From an optimization exercise on the open Yosys and OpenROAD flow, aimed at small area and a short achievable clock period; shortcuts taken in it are not production practice.
Only simulation tests tie the RTL to the original design; equivalence was not proved.
No activity file was given, so power comes from the tool's default toggle rates.

**constraint.sdc**
```tcl
create_clock -name core_clock -period 11.0 [get_ports {clk}]
set_input_delay 2.2000 -clock core_clock [delete_from_list [all_inputs] [get_ports {clk}]]
set_output_delay 2.2000 -clock core_clock [all_outputs]
set_load 0.01 [all_outputs]
```
**config.mk**
```make
export PLATFORM = sky130hd
export DESIGN_NAME = fano_decoder
export DESIGN_NICKNAME = fano_decoder
export VERILOG_FILES = /design/flow/design.v
export SDC_FILE = /design/flow/constraint.sdc
export NUM_CORES = 4
export LEC_CHECK = 0
export CAP_MARGIN = 20
export CORE_MARGIN = 2
export CORE_UTILIZATION = 40
export PLACE_DENSITY = 0.6
export SLEW_MARGIN = 20
```
**design.v**
```verilog
`timescale 1ns / 1ps
module fano_decoder#(
    parameter MAX_SH_W           = 256    
)(
    input                         clk,
    input                         reset_n,
    input                         i_vld,
    input [1                  :0] i_data,              
    input                         i_diff_en,
    input [7                  :0] i_delta_T,
    input [15                 :0] i_forward_step,
    output                        o_vld,
    output                        o_dec_sym
);
localparam        PMAX   = MAX_SH_W - 36;    
localparam [35:0] PMASK  = 36'hD354E3267;
localparam        AW     = PMAX + 2;         
localparam        SW     = PMAX + 1;         
localparam        NW     = 36;               
localparam [2:0] S_INIT = 3'd0, S_IDLE = 3'd1, S_MC = 3'd2, S_FM = 3'd3, S_BM = 3'd4;
reg        nlocal_rst;
reg        in_vld;
reg [1:0]  in_data;
reg        diff_en;
reg [7:0]  dT;
reg [15:0] fstep;
always @(posedge clk) begin
    nlocal_rst <= reset_n;
    in_data    <= i_data;
    in_vld     <= reset_n & i_vld;
    diff_en    <= i_diff_en;
    dT         <= i_delta_T;
    fstep      <= i_forward_step;
end
reg [2:0]          state;
reg [3:0]          ph;           
reg                norm_en;
reg [7:0]          pointer;
reg [8:0]          fcnt;
reg [SW-1:0]       sh_d, sh_p;
reg [MAX_SH_W-1:0] decode_sh;
reg [AW-1:0]       A;
reg [NW-1:0]       W;            
reg signed [15:0]  T, Mp, Mc, Ms;
reg                tup;          
reg        diff0, diffm;         
reg        par;                  
reg        e_r, d_r;             
reg        sym;                  
reg [5:0]  om;                   
reg        fm_r, bm_r, td_r, inv_r;    
wire st_init = state == S_INIT;
wire st_idle = state == S_IDLE;
wire st_mc   = state == S_MC;
wire st_fm   = state == S_FM;
wire st_bm   = state == S_BM;
wire ptr_nz  = |pointer;
wire ptr_sat = pointer == PMAX[7:0];
wire metric_norm    = st_idle & norm_en & (T == $signed(fstep));
wire A_bit_erase    = st_idle & ptr_nz;
wire forward_move   = fm_r;
wire back_move      = bm_r;
wire T_down         = td_r;
wire inverse_A      = inv_r;
wire start_rib_calc = A_bit_erase | inv_r;
wire T_up           = st_fm & tup;
reg  [7:0] ridx;
wire [7:0] ptr_next = (!nlocal_rst || st_init) ? 8'd0 :
                      (in_vld || back_move)    ? (ptr_sat ? pointer : pointer + 8'd1) :
                      forward_move             ? pointer - 8'd1 : pointer;
wire       k_neg    = (st_mc && ph == 4'd7) || (st_bm && ph == 4'd12);
wire       k_pos    = st_bm && ph == 4'd11;
always @(posedge clk) begin
    ridx <= ptr_next + {{7{k_neg}}, k_neg | k_pos};
end
wire [AW-1:0] rsel;
genvar gi;
generate
    for (gi = 0; gi < AW; gi = gi + 1) begin : g_sel
        assign rsel[gi] = ridx == gi;
    end
endgenerate
reg  [7:0] nrx;
always @(posedge clk) begin
    if (!nlocal_rst)                 nrx <= 8'd0;
    else if (in_vld && nrx != SW[7:0]) nrx <= nrx + 8'd1;
end
wire rx_ok  = ridx < nrx;
wire rd_d   = rx_ok & |(rsel[SW-1:0] & sh_d);
wire rd_p   = rx_ok & |(rsel[SW-1:0] & sh_p);
wire rd_a   = |(rsel & A);
wire rd_top = |(rsel[PMAX-1:0] & decode_sh[MAX_SH_W-1:NW]);    
function automatic par0_f(input [NW-1:0] w);          
    integer k;
    begin
        par0_f = 1'b0;
        for (k = 1; k < 36; k = k + 1) par0_f = par0_f ^ (PMASK[k] & w[k-1]);
    end
endfunction
function automatic parm_f(input [NW-1:0] w);          
    integer k;
    begin
        parm_f = 1'b0;
        for (k = 1; k < 36; k = k + 1) parm_f = parm_f ^ (PMASK[k] & w[k]);
    end
endfunction
wire [5:0] nd  = -dT[5:0];
wire [5:0] c1  = (nd == 6'd1) ? 6'd1 : nd + 6'd1;    
wire [5:0] c2  = {nd[4:0], 1'b1};                    
wire signed [15:0] om_x = {{10{om[5]}}, om};
always @(posedge clk) begin
    if (!nlocal_rst) begin
        state   <= S_INIT;
        norm_en <= 1'b0;
        ph      <= 4'd0;
    end else begin
        case (state)
            S_INIT: state <= S_IDLE;
            S_IDLE: if (ptr_nz) state <= S_MC;
            S_MC:   if (fm_r) state <= S_FM; else if (bm_r) state <= S_BM; else if (td_r) state <= S_IDLE;
            S_FM:   state <= S_IDLE;
            S_BM:   if (td_r) state <= S_IDLE; else if (inv_r) state <= S_MC;
            default: state <= S_INIT;
        endcase
        if (st_idle) begin
            if (metric_norm) norm_en <= 1'b0;
        end else if (!st_init) norm_en <= 1'b1;
        ph <= (start_rib_calc || back_move) ? 4'd1 : ph + 4'd1;
    end
end
wire signed [15:0] ms_n = Mc + om_x;
wire signed [15:0] mp_n = (fcnt == 9'd0) ? 16'sh8000 : (fcnt == 9'd1) ? 16'sd0 : Mp - om_x;
wire fwd_n  = ms_n >= T;
wire bck_n  = Mp >= T;
wire mpge_n = mp_n >= T;
wire dmc    = st_mc && ph == 4'd12;
wire dbm    = st_bm && ph == 4'd13;
wire ab_n   = (in_vld && ptr_sat) ? A[PMAX-2] : rd_a;      
always @(posedge clk) begin
    if (!nlocal_rst) begin
        fm_r  <= 1'b0;
        bm_r  <= 1'b0;
        td_r  <= 1'b0;
        inv_r <= 1'b0;
    end else begin
        fm_r  <= dmc & fwd_n;
        bm_r  <= (dmc & ~fwd_n & bck_n) | (dbm & ab_n & mpge_n);
        td_r  <= (dmc & ~fwd_n & ~bck_n) | (dbm & ab_n & ~mpge_n);
        inv_r <= dbm & ~ab_n;
    end
end
always @(posedge clk) begin
    if (!nlocal_rst) begin
        diff0 <= 1'b0;
        diffm <= 1'b0;
        par   <= 1'b0;
        e_r   <= 1'b0;
        d_r   <= 1'b0;
        sym   <= 1'b0;
        om    <= 6'd0;
    end else begin
        if (start_rib_calc) begin
            par   <= par0_f(W) ^ diff0;
            diff0 <= diff_en & W[0];
        end else if (st_bm && ph == 4'd1) begin
            par   <= parm_f(W) ^ diffm;
            diffm <= diff_en & W[1];
        end
        if ((st_mc && ph == 4'd8) || (st_bm && ph == 4'd9)) begin
            e_r <= rd_d ^ rd_p ^ par;
            d_r <= rd_d;
        end
        if (st_mc && ph == 4'd11) begin
            om  <= e_r ? c1 : rd_a ? c2 : 6'd1;
            sym <= rd_a ^ (e_r | d_r);
        end else if (st_bm && ph == 4'd12) begin
            om  <= e_r ? c1 : rd_a ? c2 : 6'd1;
        end
    end
end
always @(posedge clk) begin
    if (in_vld) begin
        sh_d <= {sh_d[SW-2:0], in_data[1]};
        sh_p <= {sh_p[SW-2:0], in_data[0]};
    end
end
wire [MAX_SH_W-1:0] wsel = {{(MAX_SH_W-AW+1){1'b0}}, rsel[AW-1:1]};   
always @(posedge clk) begin
    if (!nlocal_rst)
        decode_sh <= {MAX_SH_W{1'b0}};
    else if (in_vld)
        decode_sh <= decode_sh << 1;
    else if (forward_move)
        decode_sh <= (decode_sh & ~wsel) | ({MAX_SH_W{sym}} & wsel);
end
wire a_wr = inverse_A | forward_move | A_bit_erase;
always @(posedge clk) begin
    if (!nlocal_rst || st_init) A <= {AW{1'b0}};
    else if (in_vld)            A <= A << 1;
    else if (a_wr)              A <= (A & ~rsel) | ({AW{inverse_A}} & rsel);
end
always @(posedge clk) begin
    if (!nlocal_rst || st_init) W <= {NW{1'b0}};
    else if (in_vld) begin
        if (ptr_sat)            W <= {W[NW-2:0], decode_sh[PMAX-1]};
    end else if (back_move) begin
        if (!ptr_sat)           W <= {rd_top, W[NW-1:1]};
    end else if (forward_move)  W <= {W[NW-2:0], sym};
end
always @(posedge clk) begin
    pointer <= ptr_next;
end
always @(posedge clk) begin
    if (!nlocal_rst || st_init)  fcnt <= 9'd0;
    else if (forward_move)       fcnt <= fcnt[8] ? fcnt : fcnt + 9'd1;
    else if (back_move)          fcnt <= (fcnt != 9'd0) ? fcnt - 9'd1 : 9'd0;
end
always @(posedge clk) begin
    if (!nlocal_rst || st_init)  T <= 16'sd0;
    else if (T_down)             T <= T - $signed({8'd0, dT});
    else if (T_up)               T <= T + $signed({8'd0, dT});
    else if (metric_norm)        T <= {1'b0, T[15:1]};
end
always @(posedge clk) begin
    if (!nlocal_rst) tup <= 1'b0;
    else             tup <= Mc < (T + $signed({8'd0, dT}));
end
always @(posedge clk) begin
    if (!nlocal_rst) Ms <= 16'sd0;
    else if (dmc)    Ms <= ms_n;
end
always @(posedge clk) begin
    if (!nlocal_rst) begin
        Mc <= 16'sd0;
        Mp <= 16'sd0;
    end else if (forward_move) begin
        Mp <= Mc;
        Mc <= Ms;
    end else if (back_move) begin
        Mc <= Mp;
    end else if (metric_norm) begin
        Mp <= {1'b0, Mp[15:1]};
        Mc <= {1'b0, Mc[15:1]};
    end else if (dbm) begin
        Mp <= mp_n;
    end
end
assign o_dec_sym = decode_sh[MAX_SH_W-1];
assign o_vld     = in_vld;
endmodule
```
**run.sh**
```bash
#!/bin/bash
# synth_recipe.tcl (not shown) runs the flow's synth.tcl, then flattens the netlist and writes it again
# the make line also repeats each setting of config.mk as NAME=value (left out here)
make -C /OpenROAD-flow-scripts/flow DESIGN_CONFIG=/design/flow/config.mk WORK_HOME=/design/flow/orfs CLKGATE_MAP_FILE= SYNTH_SCRIPT=/design/flow/synth_recipe.tcl finish
```
==> qor.csv, run 1 <==
metric;value;unit
placed cells;8100;
count leader, synth;nand2_1;
Mapped Nets;6798;
pin count of the biggest net entering global routing;253;
clk slew on worst S/H paths;0.06;ns
sw power;2850;uW
Synth Cell Area;0.0595;mm2
drt wl/cell;28.3;um
dpl cell area;0.0609;mm2
top post-synthesis cells by area;dfxtp_1 22%, edfxtp_1 22%, mux2i_1 8.2%;
clock buffer depth;3;
Ports;32;
Cells after Synth;6626;
CP Class;reg2reg;
combinational share of power;10.2;%
post-DR vias/cell;6.40;
top routing layer in use;met5;
die area;0.152;mm2
Mean Syn Cell Area;8.98;um2
CP Launch Point;ridx[1]$_DFF_P_;
WP data arrival;6.04;ns
Critical Path Start Type;register;
post-CTS sizing;0;
Leak;0.0230;uW
top achievable clock speed;186;MHz
#FFs+latches synth;1107;
WL met2;97900;um
maximum capacitance violations;0;
EDFF count, synth;442;
area leader, netlist;dfxtp_1;
final wirelength;236000;um
Tcrit/Tclk final;49.0;%
reg2reg end;td_r$_SDFF_PN0_;
initial antenna violation count;6;
Area Growth Syn to Fin;9.93;%
Post-Layout Cell Count;8338;
Worst EP required;11.65;ns
Starting DRT DRC Count;8458;
R2R depth;10;
Post-synth top flop;dfxtp_1;
CP Capture Point;td_r$_SDFF_PN0_;
Die Y;390;um
post-route ant nets;0;
Rel. slew slack;16.9;%
Sinks on Clock Net;1107;
Post-CTS Setup Bufs;0;
DRC;0;
design internal power;7180;uW
first-pass GRT wire length;340000;um
setup violators final;0;
flop2flop setup slack;5.61;ns
Power Dens Cells;153;mW/mm2
part of the power in the clock network;45.0;%
routed vias;53344;
YS warnings;1;
Worst Path Max Fanout;52;
Unique masters post-synth;94;
fin nets;6475;
Clock Latency Late Sink;0.82;ns
GPL Wtd Cong;1.03;
Die W;390;um
Final Critical Period;5.39;ns
final instance area;0.0654;mm2
global route overflow;0;
slew at the pin closest to its max-slew limit;1.24;ns
CTS tree;yes;
Worst Skew;0.0433;ns
Seq pwr share;44.8;%
fin. max-slew vios;0;
outcome;finished clean;
switching portion of total power;28.4;%
VDD IR max;0.151;mV
Root Driver;clkbuf_16;
row count;141;
TNS Setup;0;ns
Final HPWL DP;152000;um
hold crit path type;reg2reg;
I/O Buffers;31;
share of the yosys chip area belonging to registers;44.7;%
top cell type's share of synthesized area;22.4;%
M1 WL;94600;um
final hold viol count;0;
most frequent cells after synthesis;990 x nand2_1, 665 x dfxtp_1, 485 x mux2i_1, 442 x edfxtp_1;
layout cells sized above 1;6.60;%
Hold-fix buffers, CTS;0;
DRT Pass-1 Iters;9;
vias in the first global route;48601;
Worst R2R Start;ridx[1]$_DFF_P_;
starting density of the core;40.3;%
ys async rst share;0;%
GRT Total Usage;29.9;%
Crit. End Element;register;
RSZ-0062 raised after global routing;no;
H-Tree Level Count;4;
core area;0.148;mm2
Num CTS Buffers;130;
Hold WS;0.409;ns
Met3 Wirelength;30500;um
fillcell total;14059;
==> through the flow <==
stage / setup WS, ns / power (uW) / util, %
3_3_place_gp: 5.79 / 5540 / 41.2
2_1_floorplan: 3.05 / 5150 / -
4_1_cts: 5.78 / 10000 / 44.2
5_1_grt: 5.46 / 10300 / 44.3
3_5_place_dp: 5.82 / 5550 / 41.2
6_report: 5.61 / 10000 / 44.3
==> cell usage in the layout, fill, tap and decap left out, drive strengths merged, types with 24 or more instances in the layout <==
cell	n
xor2	37
a31oi	36
a311oi	30
nand2	990
o21a	36
dfxtp	665
mux2i	485
nor3	72
o21ai	288
and2	229
clkinv	42
inv	82
a22oi	176
clkbuf	171
nor4	55
a21oi	379
edfxtp	442
nand2b	24
clkdlybuf4s50	31
a211oi	54
xnor2	82
a21boi	74
nand3	353
o22ai	252
nand4	99
ha	137
and3	32
buf	115
nor2	405
nor2b	139
==> how the worst min path moves through the flow <==
| stage | endpoint | cells past startpoint | start | slack, ns |
|---|---|---|---|---|
| 3_5_place_dp | sh_p[0]$_DFFE_PP_ | 0 | in_data[0]$_DFF_P_ | 0.39 |
| 4_1_cts | sh_p[0]$_DFFE_PP_ | 0 | in_data[0]$_DFF_P_ | 0.41 |
| 6_report | sh_p[0]$_DFFE_PP_ | 0 | in_data[0]$_DFF_P_ | 0.41 |
| 5_1_grt | sh_p[0]$_DFFE_PP_ | 0 | in_data[0]$_DFF_P_ | 0.41 |
| 3_3_place_gp | sh_p[0]$_DFFE_PP_ | 0 | in_data[0]$_DFF_P_ | 0.40 |
| 2_1_floorplan | sh_d[0]$_DFFE_PP_ | 0 | in_data[1]$_DFF_P_ | 0.39 |
==> logic make-up after synthesis <==
group	after synthesis	share of synthesized area, %
AO/OA/AOI/OAI	1554	16.7
XOR/XNOR	119	1.75
adder cells (fa/ha/maj)	142	3.05
buffers and inverters	676	4.85
flip-flops	1107	44.7
multiplexers	505	8.55
AND/OR/NAND/NOR	2523	20.4
==> cell type report <==
cell class,count,area (um2),share of cell area (%)
clock inverters,63,825,1.26
flip-flops and latches,1107,26600,40.7
diodes,3,7.51,0.0115
multi-input cells,4843,30300,46.4
repair buffers,146,1280,1.95
well taps,1930,2410,3.69
inverters,75,282,0.431
clock buffers,171,3620,5.54
==> critical path: stages, from the launching register on <==
cell,delay [ns]
dfxtp_2,0.62
buf_4,0.66
nand4bb_1,0.79
nor2_1,0.28
a2111oi_0,0.84
nand4_1,0.21
or4_1,0.56
nor4_2,0.53
nand3_1,0.24
o2111ai_1,0.29
o32ai_1,0.17
==> per-layer routing <==
layer	global-route usage [%]	vias up
li1	-	23344
met1	41.1	25753
met2	42.7	3531
met3	8.82	706
met4	14.1	10
met5	0.670	-
==> registers in the layout, summed over array words and instances (netlist names), 2 cells and up, named ones only <==
name / count
A: 221
fstep: 16
sh_d: 221
nrx: 8
ridx: 8
state: 3
Mc: 16
pointer: 8
T: 16
om: 6
fcnt: 9
Ms: 16
decode_sh: 255
Mp: 16
W: 36
ph: 4
sh_p: 221
in_data: 2
dT: 8
==> power groups by stage <==
stage               combinational, uW  clock [uW]  sequential, uW
CTS                               979        4560            4480
global route                     1050        4720            4500
detailed placement                977           0            4570
floorplan                         625           0            4530
global placement                  969           0            4570
finish                           1020        4520            4490
==> inputs of run 2 (changes only) <==
--- a/design.v
+++ b/design.v
@@ -73,23 +73,36 @@
 always @(posedge clk) begin
     ridx <= ptr_next + {{7{k_neg}}, k_neg | k_pos};
 end
-wire [AW-1:0] rsel;
+wire [15:0] hi_r, lo_r;
 genvar gi;
 generate
-    for (gi = 0; gi < AW; gi = gi + 1) begin : g_sel
-        assign rsel[gi] = ridx == gi;
+    for (gi = 0; gi < 16; gi = gi + 1) begin : g_pre
+        assign hi_r[gi] = ridx[7:4] == gi;
+        assign lo_r[gi] = ridx[3:0] == gi;
     end
 endgenerate
+function automatic rd_f(input [255:0] x, input [15:0] h, input [15:0] l);
+    integer a, b;
+    reg g;
+    begin
+        rd_f = 1'b0;
+        for (a = 0; a < 16; a = a + 1) begin
+            g = 1'b0;
+            for (b = 0; b < 16; b = b + 1) g = g | (l[b] & x[16*a+b]);
+            rd_f = rd_f | (h[a] & g);
+        end
+    end
+endfunction
 reg  [7:0] nrx;
 always @(posedge clk) begin
     if (!nlocal_rst)                 nrx <= 8'd0;
     else if (in_vld && nrx != SW[7:0]) nrx <= nrx + 8'd1;
 end
 wire rx_ok  = ridx < nrx;
-wire rd_d   = rx_ok & |(rsel[SW-1:0] & sh_d);
-wire rd_p   = rx_ok & |(rsel[SW-1:0] & sh_p);
-wire rd_a   = |(rsel & A);
-wire rd_top = |(rsel[PMAX-1:0] & decode_sh[MAX_SH_W-1:NW]);    
+wire rd_d   = rx_ok & rd_f({{(256-SW){1'b0}}, sh_d}, hi_r, lo_r);
+wire rd_p   = rx_ok & rd_f({{(256-SW){1'b0}}, sh_p}, hi_r, lo_r);
+wire rd_a   = rd_f({{(256-AW){1'b0}}, A}, hi_r, lo_r);
+wire rd_top = rd_f({{(256-PMAX){1'b0}}, decode_sh[MAX_SH_W-1:NW]}, hi_r, lo_r);    
 function automatic par0_f(input [NW-1:0] w);          
     integer k;
     begin
@@ -184,21 +197,41 @@
         sh_p <= {sh_p[SW-2:0], in_data[0]};
     end
 end
-wire [MAX_SH_W-1:0] wsel = {{(MAX_SH_W-AW+1){1'b0}}, rsel[AW-1:1]};   
-always @(posedge clk) begin
-    if (!nlocal_rst)
-        decode_sh <= {MAX_SH_W{1'b0}};
-    else if (in_vld)
-        decode_sh <= decode_sh << 1;
-    else if (forward_move)
-        decode_sh <= (decode_sh & ~wsel) | ({MAX_SH_W{sym}} & wsel);
-end
-wire a_wr = inverse_A | forward_move | A_bit_erase;
-always @(posedge clk) begin
-    if (!nlocal_rst || st_init) A <= {AW{1'b0}};
-    else if (in_vld)            A <= A << 1;
-    else if (a_wr)              A <= (A & ~rsel) | ({AW{inverse_A}} & rsel);
-end
+wire        clr_a  = !nlocal_rst || st_init;
+wire        a_wr   = inverse_A | forward_move | A_bit_erase;
+wire [15:0] hi_wa  = (hi_r & {16{a_wr}}) | {16{clr_a}};
+wire [15:0] lo_wa  = lo_r | {16{clr_a}};
+wire        a_dat  = inverse_A & !clr_a;
+wire        a_sh   = in_vld & !st_init;
+wire        clr_d  = !nlocal_rst;
+wire [15:0] hi_wd  = (hi_r & {16{forward_move}}) | {16{clr_d}};
+wire [15:0] lo_wd  = lo_r | {16{clr_d}};
+wire        d_dat  = sym & !clr_d;
+always @(posedge clk) begin
+    if (in_vld) decode_sh[0] <= 1'b0;
+    else if (hi_wd[0] & lo_wd[1]) decode_sh[0] <= d_dat;        
+end
+generate
+    for (gi = 1; gi < MAX_SH_W; gi = gi + 1) begin : g_dec
+        if (gi < PMAX) begin : g_w
+            always @(posedge clk) begin
+                if (in_vld)                                        decode_sh[gi] <= decode_sh[gi-1];
+                else if (hi_wd[(gi+1)/16] & lo_wd[(gi+1)%16])    decode_sh[gi] <= d_dat;
+            end
+        end else begin : g_nw
+            always @(posedge clk) begin
+                if (in_vld)      decode_sh[gi] <= decode_sh[gi-1];
+                else if (clr_d)  decode_sh[gi] <= 1'b0;
+            end
+        end
+    end
+    for (gi = 0; gi < AW; gi = gi + 1) begin : g_a
+        always @(posedge clk) begin
+            if (a_sh)                              A[gi] <= (gi == 0) ? 1'b0 : A[(gi == 0) ? 0 : gi-1];
+            else if (hi_wa[gi/16] & lo_wa[gi%16])  A[gi] <= a_dat;
+        end
+    end
+endgenerate
 always @(posedge clk) begin
     if (!nlocal_rst || st_init) W <= {NW{1'b0}};
     else if (in_vld) begin
==> run 2 against run 1 <==
Effect of this change:
- combinational power grew 51%
- global-route usage shrank 5.1 points
- via count shrank 23%
- critical endpoint is now bm_r$_SDFF_PN0_
- first-iteration DRC count shrank 26%
- utilization grew 0.43 points
- clock power shrank about 10%
- highest routed layer unchanged
- worst setup slack gained 0.38 ns
==> qor.csv, run 2 <==
metric;value;unit;change
Worst Skew;0.0700;ns;was 0.0433 ns
routed vias;41162;;was 53344
RSZ-0062 raised after global routing;no;;unchanged
Worst EP required;11.65;ns;about the same
fin nets;4876;;was 6475
reg2reg end;bm_r$_SDFF_PN0_;;was td_r$_SDFF_PN0_
max reg flops;256;;was 255
global route overflow;0;;unchanged
sw power;3240;uW;was 2850 uW
post-DR vias/cell;6.26;;was 6.40
DRC;0;;unchanged
Root Driver;clkbuf_16;;unchanged
Hold-fix buffers, CTS;0;;unchanged
share of the yosys chip area belonging to registers;57.9;%;was 44.7%
WP data arrival;5.66;ns;was 6.04 ns
fillcell total;12242;;was 14059
Power Dens Cells;188;mW/mm2;was 153 mW/mm2
Ports;32;;unchanged
clk slew on worst S/H paths;0.06;ns;about the same
starting density of the core;40.4;%;was 40.3%
area share of fa/ha/maj cells after synthesis;3.35;%;was 3.05%
Critical Path Start Type;register;;unchanged
Critical Path Max Stage Delay;0.82;ns;was 0.84 ns
Synth Cell Area;0.0541;mm2;was 0.0595 mm2
flop2flop setup slack;5.99;ns;was 5.61 ns
slew at the pin closest to its max-slew limit;1.34;ns;was 1.24 ns
first-pass GRT wire length;258000;um;was 340000 um
Num CTS Buffers;117;;was 130
commonest cells after routing, fill and taps aside;918 x edfxtp_1, 668 x nand2_1, 550 x o21ai_0, 244 x a21o_1, 204 x a22oi_1;;was 990 x nand2_1, 652 x dfxtp_1, 485 x mux2i_1, 442 x edfxtp_1, 404 x nor2_1
Die W;372;um;was 390 um
part of the power in the clock network;36.0;%;was 45.0%
post-route ant nets;0;;unchanged
Post-CTS Setup Bufs;0;;unchanged
commonest non-fill, non-tap cell in the layout;edfxtp_1;;was nand2_1
VDD IR max;0.139;mV;was 0.151 mV
GPL Wtd Cong;0.868;;was 1.03
switching portion of total power;28.8;%;was 28.4%
Final Critical Period;5.01;ns;was 5.39 ns
Post-Synth XOR/XNOR Area;1.90;%;was 1.75%
Hold WS;0.419;ns;was 0.409 ns
Tcrit/Tclk final;45.6;%;was 49.0%
clock buffer depth;3;;unchanged
Mean Syn Cell Area;11.1;um2;was 8.98 um2
Final HPWL DP;106000;um;was 152000 um
outcome;finished clean;;unchanged
Worst Path Max Fanout;14;;was 52
GRT Total Usage;24.8;%;was 29.9%
fin. max-slew vios;0;;unchanged
ys async rst share;0;%;unchanged
Hold EP;sh_d[0]$_DFFE_PP_;;was sh_p[0]$_DFFE_PP_
top achievable clock speed;200;MHz;was 186 MHz
TNS Setup;0;ns;unchanged
Area Growth Syn to Fin;10.6;%;was 9.93%
area leader, netlist;edfxtp_1;;was dfxtp_1
EDFF count, synth;918;;was 442
top flop regs;decode_sh x256, A x222;;
count leader, synth;edfxtp_1;;was nand2_1
Worst R2R Start;om[5]$_SDFFE_PN0P_;;was ridx[1]$_DFF_P_
pin count of the biggest net entering global routing;222;;was 253
vias in the first global route;38474;;was 48601
Crit. End Element;register;;unchanged
H-Tree Level Count;3;;was 4
dpl cell area;0.0560;mm2;was 0.0609 mm2
CP delay by family, top;compound AO/OA/AOI/OAI gates;;was simple AND/OR/NAND/NOR gates
core area;0.134;mm2;was 0.148 mm2
CP Class;reg2reg;;unchanged
R2R depth;17;;was 10
most frequent cells after synthesis;918 x edfxtp_1, 670 x nand2_1, 550 x o21ai_0, 329 x clkbuf_1, 244 x a21o_1;;was 990 x nand2_1, 665 x dfxtp_1, 485 x mux2i_1, 442 x edfxtp_1
Cells after Synth;4874;;was 6626
Slowest-stage cell, CP;dfxtp_1;;was a2111oi_0
#FFs+latches synth;1107;;unchanged
maximum capacitance violations;0;;unchanged
complex-gate fraction of the synthesized area;19.9;%;was 16.7%
hold crit path type;reg2reg;;unchanged
YS warnings;1;;unchanged
top cell type's share of synthesized area;50.9;%;was 22.4%
Rel. slew slack;10.5;%;was 16.9%
Hold Startpoint;in_data[1]$_DFF_P_;;was in_data[0]$_DFF_P_
Seq. cell area;0.0314;mm2;was 0.0266 mm2
worst hold path depth;0;;unchanged
Post-synth top flop;edfxtp_1;;was dfxtp_1
initial antenna violation count;4;;was 6
row count;134;;was 141
Post-Layout Cell Count;6572;;was 8338
placed cells;6351;;was 8100
CP cell instances;inv_1, ha_1, o21a_1, o2111a_1, o41a_1, nor3_1, o31ai_1, a21oi_1, or3_1, nand3_1, ha_1, nand3_1, or3_1, nand2b_1, a22oi_1, o32ai_1, o32ai_1;;was buf_4, nand4bb_1, nor2_1, a2111oi_0, nand4_1, or4_1, nor4_2, nand3_1, o2111ai_1, o32ai_1
WP buf/inv;1;;unchanged
final instance area;0.0599;mm2;was 0.0654 mm2
I/O Buffers;31;;unchanged
top post-synthesis cells by area;edfxtp_1 51%, dfxtp_1 7.0%, o21ai_0 5.1%;;was dfxtp_1 22%, edfxtp_1 22%, mux2i_1 8.2%
Placement Setup Slack;6.12;ns;was 5.82 ns
post-CTS sizing;0;;unchanged
Die Y;372;um;was 390 um
Unique masters post-synth;90;;was 94
design internal power;8030;uW;was 7180 uW
CTS tree;yes;;unchanged
largest family of logic cells by synthesized area;compound AO/OA/AOI/OAI gates;;was simple AND/OR/NAND/NOR gates
layout cells sized above 1;8.12;%;was 6.60%
Sinks on Clock Net;1107;;unchanged
CP Depth;17;;was 10
DRT Pass-1 Iters;9;;unchanged
combinational share of power;13.7;%;was 10.2%
die area;0.138;mm2;was 0.152 mm2
Mapped Nets;5046;;was 6798
diodes inserted;0;;was 3
mux contribution to synthesized area;2.31;%;was 8.55%
setup violators final;0;;unchanged
Seq pwr share;50.4;%;was 44.8%
final wirelength;175000;um;was 236000 um
multi-input logic area;0.0211;mm2;was 0.0303 mm2
Final Worst Setup Slack;5.99;ns;was 5.61 ns
Clock Latency Late Sink;0.77;ns;was 0.82 ns
Leak;0.0233;uW;was 0.0230 uW
Starting DRT DRC Count;6250;;was 8458
final hold viol count;0;;unchanged
Reg with most FFs;decode_sh;;unchanged
Synth Area in Simple Gates;10.9;%;was 20.4%
drt wl/cell;26.7;um;was 28.3 um
[run 2: worst max-delay path by stage]
stage	slack, ns	startpoint	to
floorplan	2.08	in_vld$_DFF_P_	ridx[6]$_DFF_P_
finish	5.99	om[5]$_SDFFE_PN0P_	bm_r$_SDFF_PN0_
global placement	6.23	ridx[2]$_DFF_P_	e_r$_SDFFE_PN0P_
global route	5.70	om[5]$_SDFFE_PN0P_	bm_r$_SDFF_PN0_
CTS	6.09	om[5]$_SDFFE_PN0P_	bm_r$_SDFF_PN0_
detailed placement	6.12	om[5]$_SDFFE_PN0P_	bm_r$_SDFF_PN0_
[run 2: power groups by stage]
stage          sequential [uW]  combinational (uW)  clock [uW]
2_1_floorplan             5560                 986           0
3_3_place_gp              5740                1460           0
3_5_place_dp              5750                1490           0
4_1_cts                   5670                1490        4110
5_1_grt                   5730                1640        4260
6_report                  5680                1540        4060
[run 2: worst reg2reg max path, delay by kind of cell, from the launching register on]
kind,cells,cell delay [ns]
AO/OA/AOI/OAI,8,1.76
AND/OR/NAND/NOR,6,1.25
flip-flops,1,0.82
buffers and inverters,1,0.39
adder cells (fa/ha/maj),2,0.70
[run 2: through the flow]
stage / utilization (%) / power (uW)
floorplan: - / 6540
global placement: 41.7 / 7200
detailed placement: 41.8 / 7240
CTS: 44.7 / 11300
global route: 44.7 / 11600
finish: 44.7 / 11300
[run 2: routing by layer]
layer  global-route usage (%)  up-vias  wire length [um]
met3                     5.70      349             19200
met5                        0        -                10
met2                     37.2     2346             77100
met1                     35.4    20460             73000
li1                         -    18005                 -
met4                     7.96        2              5930
[run 2: cell families (layout without fill, tap and decap cells)]
| logic type | count (synthesis) | in the layout |
|---|---|---|
| buffers and inverters | 493 | 423 |
| AOI/OAI and AO/OA | 1612 | 1612 |
| xor gates and xnor gates | 116 | 116 |
| DFF | 1107 | 1107 |
| muxes | 117 | 117 |
| and+or+nand+nor | 1287 | 1287 |
| adders and majority gates | 142 | 142 |
[run 2: layout make-up]
cell class,count,share of cell area (%)
multi-input combinational,3274,35.2
clock inverter,64,1.19
timing repair buffer,126,1.80
sequential,1107,52.4
inverter,78,0.489
clock buffer,155,5.28
tap,1768,3.69

re-timing with driven ports:
Ports are ideal in the flow. The routed layouts listed here were re-timed in OpenROAD.
Step 1 assumes that a clkbuf_16 drives the clock port and a buf_2 every other input.
Step 2 moves the port delays by t, midway between the first and last clock arrival at a register: inputs arrive t later, outputs are due t later. That takes back most of the time a late clock gives input paths.
Slacks: ideal ports / drivers / drivers and shift; pairs: ideal ports / drivers.
run	t (ns)	setup WS [ns]	worst setup path after step 2
run 1	0.879	5.611 / 5.611 / 5.611	register to register
run 2	0.809	5.988 / 5.988 / 5.988	register to register
After both steps every run listed still meets setup and hold.
